Background: an optimization exercise with open tools, aiming at small area and a short achievable clock period. Do not read the settings as production practice. Where RTL was checked, it was by simulation tests only, not by an equivalence proof against the original. No activity file was given, so power comes from the tool's default toggle rates.

Setup of main:
==> flow/design.v <==
module ALU_DESIGN #(parameter DW = 8, CW = 4)(INP_VALID,OPA,OPB,CIN,CLK,RST,CMD,CE,MODE,COUT,OFLOW,RES,G,E,L,ERR);
  input [DW-1:0] OPA,OPB;
  input CLK,RST,CE,MODE,CIN;
  input [CW-1:0] CMD;
  input [1:0] INP_VALID;
  output reg [DW+1:0] RES;
  output reg COUT;
  output reg OFLOW;
  output reg G;
  output reg E;
  output reg L;
  output reg ERR;
  reg [7:0] A, B;
  reg [3:0] C;
  reg [4:0] W;
  reg VA, VB;
  reg [7:0] P, Q;
  always @(posedge CLK) begin
    if (INP_VALID[0]) A <= OPA;
    if (INP_VALID[1]) B <= OPB;
    if (|INP_VALID) C <= CMD;
  end
  always @(posedge CLK) begin
    if (RST) begin
      VA <= 1'b0;
      VB <= 1'b0;
    end else begin
      if (INP_VALID[0]) VA <= 1'b1;
      if (INP_VALID[1]) VB <= 1'b1;
    end
  end
  always @(posedge CLK) begin
    if (|INP_VALID)
      W[3:0] <= 4'd0;
    else if ((VA ^ VB) && !W[4])
      W[3:0] <= W[3:0] + 4'd1;
  end
  always @(posedge CLK) begin
    if (RST || (|INP_VALID))
      W[4] <= 1'b0;
    else if ((VA ^ VB) && (&W[3:0]))
      W[4] <= 1'b1;
  end
  wire timeout_err = !RST && W[4] && (INP_VALID == 2'b10 || (INP_VALID == 2'b01 && VB));
  wire c0  = (C == 4'd0);
  wire c1  = (C == 4'd1);
  wire c2  = (C == 4'd2);
  wire c3  = (C == 4'd3);
  wire c4  = (C == 4'd4);
  wire c5  = (C == 4'd5);
  wire c6  = (C == 4'd6);
  wire c7  = (C == 4'd7);
  wire c8  = (C == 4'd8);
  wire c9  = (C == 4'd9);
  wire c10 = (C == 4'd10);
  wire c11 = (C == 4'd11);
  wire c12 = (C == 4'd12);
  wire c13 = (C == 4'd13);
  wire xa    = C[3] ? C[0] : ~(C[2] & C[1]);
  wire x1    = ~C[3] & C[2] & C[1] & ~C[0];
  wire xp    = C[3] & C[1] & ~C[0];
  wire ybsel = ~C[3] & ~(C[2] & ~C[1]);
  wire yinv  = ~C[2] & C[0];
  wire y1    = ~C[3] & C[2] & ~C[1] & C[0];
  wire ci    = c1 | c7 | c9 | c10 | (c2 & CIN) | (c3 & ~CIN);
  wire [7:0] xl = ({8{xa}} & A) | ({8{xp}} & P) | {8{x1}};
  wire [7:0] yl = ({8{ybsel}} & (B ^ {8{yinv}})) | {8{y1}} | ({8{xp}} & ~Q);
  wire xh = x1;
  wire yh = (ybsel & yinv) | y1 | xp;
  wire [10:0] sum_c = {xh, xh, xl, 1'b1} + {yh, yh, yl, ci};
  wire [9:0] sum = sum_c[10:1];
  wire a_lt_b = A < B;
  wire a_eq_b = A == B;
  wire [63:0] pp;
  genvar gi, gj;
  generate for (gi = 0; gi < 8; gi = gi + 1) begin : g_pp
    for (gj = 0; gj < 8; gj = gj + 1) begin : g_ppj
      assign pp[gi*8+gj] = P[gi] & Q[gj];
    end
  end endgenerate
  wire t1 = pp[6] ^ pp[13];
  wire t2 = pp[6] & pp[13];
  wire t3 = pp[7] ^ pp[14] ^ pp[21];
  wire t4 = (pp[7] & pp[14]) | (pp[7] & pp[21]) | (pp[14] & pp[21]);
  wire t5 = pp[28] ^ pp[35];
  wire t6 = pp[28] & pp[35];
  wire t7 = pp[15] ^ pp[22] ^ pp[29];
  wire t8 = (pp[15] & pp[22]) | (pp[15] & pp[29]) | (pp[22] & pp[29]);
  wire t9 = pp[36] ^ pp[43];
  wire t10 = pp[36] & pp[43];
  wire t11 = pp[23] ^ pp[30] ^ pp[37];
  wire t13 = pp[4] ^ pp[11];
  wire t14 = pp[4] & pp[11];
  wire t15 = pp[5] ^ pp[12] ^ pp[19];
  wire t16 = (pp[5] & pp[12]) | (pp[5] & pp[19]) | (pp[12] & pp[19]);
  wire t17 = pp[26] ^ pp[33];
  wire t18 = pp[26] & pp[33];
  wire t19 = pp[20] ^ pp[27] ^ pp[34];
  wire t20 = (pp[20] & pp[27]) | (pp[20] & pp[34]) | (pp[27] & pp[34]);
  wire t21 = pp[41] ^ pp[48] ^ t1;
  wire t22 = (pp[41] & pp[48]) | (pp[41] & t1) | (pp[48] & t1);
  wire t23 = pp[42] ^ pp[49] ^ pp[56];
  wire t24 = (pp[42] & pp[49]) | (pp[42] & pp[56]) | (pp[49] & pp[56]);
  wire t25 = t3 ^ t5 ^ t2;
  wire t26 = (t3 & t5) | (t3 & t2) | (t5 & t2);
  wire t27 = pp[50] ^ pp[57] ^ t7;
  wire t28 = (pp[50] & pp[57]) | (pp[50] & t7) | (pp[57] & t7);
  wire t29 = t9 ^ t4 ^ t6;
  wire t30 = (t9 & t4) | (t9 & t6) | (t4 & t6);
  wire t31 = pp[44] ^ pp[51] ^ pp[58];
  wire t33 = t11 ^ t8 ^ t10;
  wire t35 = pp[3] ^ pp[10];
  wire t36 = pp[3] & pp[10];
  wire t37 = pp[18] ^ pp[25] ^ pp[32];
  wire t38 = (pp[18] & pp[25]) | (pp[18] & pp[32]) | (pp[25] & pp[32]);
  wire t39 = pp[40] ^ t15 ^ t17;
  wire t40 = (pp[40] & t15) | (pp[40] & t17) | (t15 & t17);
  wire t41 = t19 ^ t21 ^ t16;
  wire t42 = (t19 & t21) | (t19 & t16) | (t21 & t16);
  wire t43 = t23 ^ t25 ^ t20;
  wire t44 = (t23 & t25) | (t23 & t20) | (t25 & t20);
  wire t45 = t27 ^ t29 ^ t24;
  wire t46 = (t27 & t29) | (t27 & t24) | (t29 & t24);
  wire t47 = t31 ^ t33 ^ t28;
  wire t49 = pp[2] ^ pp[9];
  wire t50 = pp[2] & pp[9];
  wire t51 = pp[17] ^ pp[24] ^ t35;
  wire t52 = (pp[17] & pp[24]) | (pp[17] & t35) | (pp[24] & t35);
  wire t53 = t13 ^ t37 ^ t36;
  wire t54 = (t13 & t37) | (t13 & t36) | (t37 & t36);
  wire t55 = t14 ^ t39 ^ t38;
  wire t56 = (t14 & t39) | (t14 & t38) | (t39 & t38);
  wire t57 = t18 ^ t41 ^ t40;
  wire t58 = (t18 & t41) | (t18 & t40) | (t41 & t40);
  wire t59 = t22 ^ t43 ^ t42;
  wire t60 = (t22 & t43) | (t22 & t42) | (t43 & t42);
  wire t61 = t26 ^ t45 ^ t44;
  wire t62 = (t26 & t45) | (t26 & t44) | (t45 & t44);
  wire t63 = t30 ^ t47 ^ t46;
  wire [9:0] mr1 = {t63, t61, t59, t57, t55, t53, t51, pp[16], pp[1], pp[0]};
  wire [9:0] mr2 = {t62, t60, t58, t56, t54, t52, t50, t49, pp[8], 1'b0};
  wire [9:0] prod = mr1 + mr2;
  wire [7:0] qinc;
  genvar gq;
  generate for (gq = 0; gq < 8; gq = gq + 1) begin : g_qinc
    if (gq == 0) begin : g0
      assign qinc[0] = ~B[0];
    end else begin : gn
      assign qinc[gq] = B[gq] ^ (&B[gq-1:0]);
    end
  end endgenerate
  wire lt0 = c1 | c3 | c5 | c6 | c7;
  wire lt1 = c1 | c4 | c6;
  wire lt2 = c1 | c4 | c7 | c8;
  wire lt3 = c0 | c5 | c8;
  wire [7:0] lfun = (A & B & {8{lt3}}) | (A & ~B & {8{lt2}}) | (~A & B & {8{lt1}}) | (~A & ~B & {8{lt0}});
  wire [7:0] lres = lfun |
      ({8{c9}}  & {A[6:0], 1'b0}) |
      ({8{c10 | c11}} & {B[6:0], 1'b0}) |
      {7'd0, c2 & (|A) & (|B)};
  wire s0 = B[0];
  wire s1 = B[1] ^ (C[0] & B[0]);
  wire s2 = B[2] ^ (C[0] & (B[1] | B[0]));
  wire [7:0] r1 = s0 ? {A[6:0], A[7]} : A;
  wire [7:0] r2 = s1 ? {r1[5:0], r1[7:6]} : r1;
  wire [7:0] r3 = s2 ? {r2[3:0], r2[7:4]} : r2;
  wire [7:0] lrot = (c12 | c13) ? r3 : 8'd0;
  wire [9:0] ares =
      ({10{~C[3] | c10}} & sum) |
      ({10{c9}} & prod);
  wire [9:0] res_n = MODE ? ares : {2'b00, lres | lrot};
  wire cout_n  = MODE & (c0 | c2) & sum[8];
  wire oflow_n = MODE & (c1 | c3) & a_lt_b;
  wire e_n     = MODE & c8 & a_eq_b;
  wire g_n     = MODE & c8 & ~a_lt_b & ~a_eq_b;
  wire l_n     = MODE & c8 & a_lt_b;
  wire err_n   = ~MODE & c12 & (|B[7:4]);
  wire upd = CE & (RST | (VA & VB));
  always @(posedge CLK) begin
    if (upd) begin
      RES   <= RST ? 10'd0 : res_n;
      COUT  <= !RST & cout_n;
      OFLOW <= !RST & oflow_n;
      G     <= !RST & g_n;
      E     <= !RST & e_n;
      L     <= !RST & l_n;
    end
  end
  always @(posedge CLK) begin
    if (timeout_err)
      ERR <= 1'b1;
    else if (upd)
      ERR <= !RST & err_n;
  end
  wire pq_upd = CE & (RST | (VA & VB & MODE & (c9 | c10)));
  always @(posedge CLK) begin
    if (pq_upd) begin
      P <= RST ? 8'd0 : (c9 ? sum[7:0] : {A[6:0], 1'b0});
      Q <= RST ? 8'd0 : (c9 ? qinc : B);
    end
  end
endmodule
clock: 5.0 ns
lec_check: 0
cap_margin: 20
core_margin: 2
core_utilization: 40
setup_slack_margin: 1.9
slew_margin: 20
standard.sh (not shown) runs the stock make flow with config.mk's settings and CLKGATE_MAP_FILE= SYNTH_SCRIPT=/design/flow/synth_recipe.tcl, a recipe that flattens the netlist after the stock synthesis.
==> flow/flow/run.sh <==
#!/bin/bash
# Layout flow: the standard ORFS flow (standard.sh), with two changes:
#  - synthesis is the standard script (synth_recipe.tcl, ORFS synth.tcl) except
#    that full/half-adder extraction is off (ADDER_MAP_FILE empty) and the
#    final ABC mapping runs flow/syn.abc instead of ORFS's speed script;
#    the registers are unchanged (same passes up to dfflibmap);
#  - the port buffers are sky130_fd_sc_hd__buf_2 cells instead of the
#    default delay cells.
set -uo pipefail
W=$(pwd)
{
  head -n 1 synth_recipe.tcl
  cat <<EOT
proc abc {args} {
  set i [lsearch \$args -script]
  lset args [expr {\$i + 1}] $W/flow/syn.abc
  puts "flow/run.sh: abc \$args"
  yosys abc {*}\$args
}
EOT
  tail -n +2 synth_recipe.tcl
} > my_synth.tcl
bash standard.sh SYNTH_SCRIPT=$W/my_synth.tcl ADDER_MAP_FILE= \
  "BUFFER_PORTS_ARGS=-buffer_cell sky130_fd_sc_hd__buf_2" finish > flow_standard.log 2>&1
rc=$?
cp -r orfs/logs flow_orfs_logs 2>/dev/null
exit $rc
==> flow/flow/syn.abc <==
strash
dch
map -D 2000
topo
buffer -c
upsize -c -D 2000
dnsize -c -D 2000
stime -c
Edits applied to the flow inputs when going from main to the feature branch:
--- a/flow/design.v
+++ b/flow/design.v
@@ -166,23 +166,26 @@
   wire [7:0] r3 = s2 ? {r2[3:0], r2[7:4]} : r2;
   wire [7:0] lrot = (c12 | c13) ? r3 : 8'd0;
+  reg Z;
+  wire ma = MODE & ~RST;
+  wire ml = ~MODE & ~RST;
   wire [9:0] ares =
-      ({10{~C[3] | c10}} & sum) |
-      ({10{c9}} & prod);
-  wire [9:0] res_n = MODE ? ares : {2'b00, lres | lrot};
-  wire cout_n  = MODE & (c0 | c2) & sum[8];
-  wire oflow_n = MODE & (c1 | c3) & a_lt_b;
-  wire e_n     = MODE & c8 & a_eq_b;
-  wire g_n     = MODE & c8 & ~a_lt_b & ~a_eq_b;
-  wire l_n     = MODE & c8 & a_lt_b;
-  wire err_n   = ~MODE & c12 & (|B[7:4]);
+      ({10{~C[3] | (c10 & ~Z)}} & sum) |
+      ({10{c9 & ~Z}} & prod);
+  wire [9:0] res_n = ({10{ma}} & ares) | {2'b00, {8{ml}} & (lres | lrot)};
+  wire cout_n  = ma & (c0 | c2) & sum[8];
+  wire oflow_n = ma & (c1 | c3) & a_lt_b;
+  wire e_n     = ma & c8 & a_eq_b;
+  wire g_n     = ma & c8 & ~a_lt_b & ~a_eq_b;
+  wire l_n     = ma & c8 & a_lt_b;
+  wire err_n   = ml & c12 & (|B[7:4]);
   wire upd = CE & (RST | (VA & VB));
   always @(posedge CLK) begin
     if (upd) begin
-      RES   <= RST ? 10'd0 : res_n;
-      COUT  <= !RST & cout_n;
-      OFLOW <= !RST & oflow_n;
-      G     <= !RST & g_n;
-      E     <= !RST & e_n;
-      L     <= !RST & l_n;
+      RES   <= res_n;
+      COUT  <= cout_n;
+      OFLOW <= oflow_n;
+      G     <= g_n;
+      E     <= e_n;
+      L     <= l_n;
     end
   end
@@ -191,11 +194,17 @@
       ERR <= 1'b1;
     else if (upd)
-      ERR <= !RST & err_n;
-  end
-  wire pq_upd = CE & (RST | (VA & VB & MODE & (c9 | c10)));
+      ERR <= err_n;
+  end
+  wire pq_upd = CE & ~RST & VA & VB & MODE & (c9 | c10);
+  always @(posedge CLK) begin
+    if (CE & RST)
+      Z <= 1'b1;
+    else if (pq_upd)
+      Z <= 1'b0;
+  end
   always @(posedge CLK) begin
     if (pq_upd) begin
-      P <= RST ? 8'd0 : (c9 ? sum[7:0] : {A[6:0], 1'b0});
-      Q <= RST ? 8'd0 : (c9 ? qinc : B);
+      P <= c9 ? sum[7:0] : {A[6:0], 1'b0};
+      Q <= c9 ? qinc : B;
     end
   end
Per the comparison of the feature branch with main, share of the cycle needed by the critical path after routing increased 1.7 points; count of mapped cells out of synthesis decreased 6.7%. The run with more routed wire is the feature branch, not main. The feature branch ended up with a higher initial core utilization than main did. Cmp the feature branch and main / power / lower: the feature branch. Lower full die area was reported by the feature branch, not main. Number of global-route vias before repair in the feature branch vs main: down 3.4%. The feature branch: portion of the post-synthesis area used by sequential elements is 1.1 points higher than what main reported. Taking main as the reference point, the fraction of standard cell area that is sequential of the feature branch falls by 0.67 points. A worst setup path endpoint of RES[5] is what main shows, while RES[9] belongs to the feature branch. Cell leakage power: the feature branch higher than main.
Only the layout flow was run in the feature branch; the RTL was not checked for function there.

[what the ideal ports hide]
Ports are ideal in the flow. The routed layouts listed here were re-timed in OpenROAD.
Step 1 assumes that a clkbuf_16 drives the clock port and a buf_2 every other input.
Step 2 also shifts input and output timing later by t, the mid clock arrival at the registers, as if the neighbouring blocks saw the same clock.
Slacks: no drivers / after step 1 / after step 2; pairs: no drivers / after step 1.
run | t (ns) | setup WS [ns] | hold WS [ns] | clock arrival spread, ns | slew at the worst register clock pin (ns)
main | 0.379 | 1.985 / 1.985 / 1.909 | 0.473 / 0.473 / 0.473 | 0.006 / 0.006 | 0.05 / 0.05
the feature branch | 0.380 | 1.901 / 1.901 / 1.849 | 0.502 / 0.502 / 0.502 | 0.006 / 0.006 | 0.05 / 0.05
After both steps setup and hold are still met in every run listed. For main, which loses most, drivers alone change the setup slack by 0.000 ns; drivers and shift together by -0.076 ns.
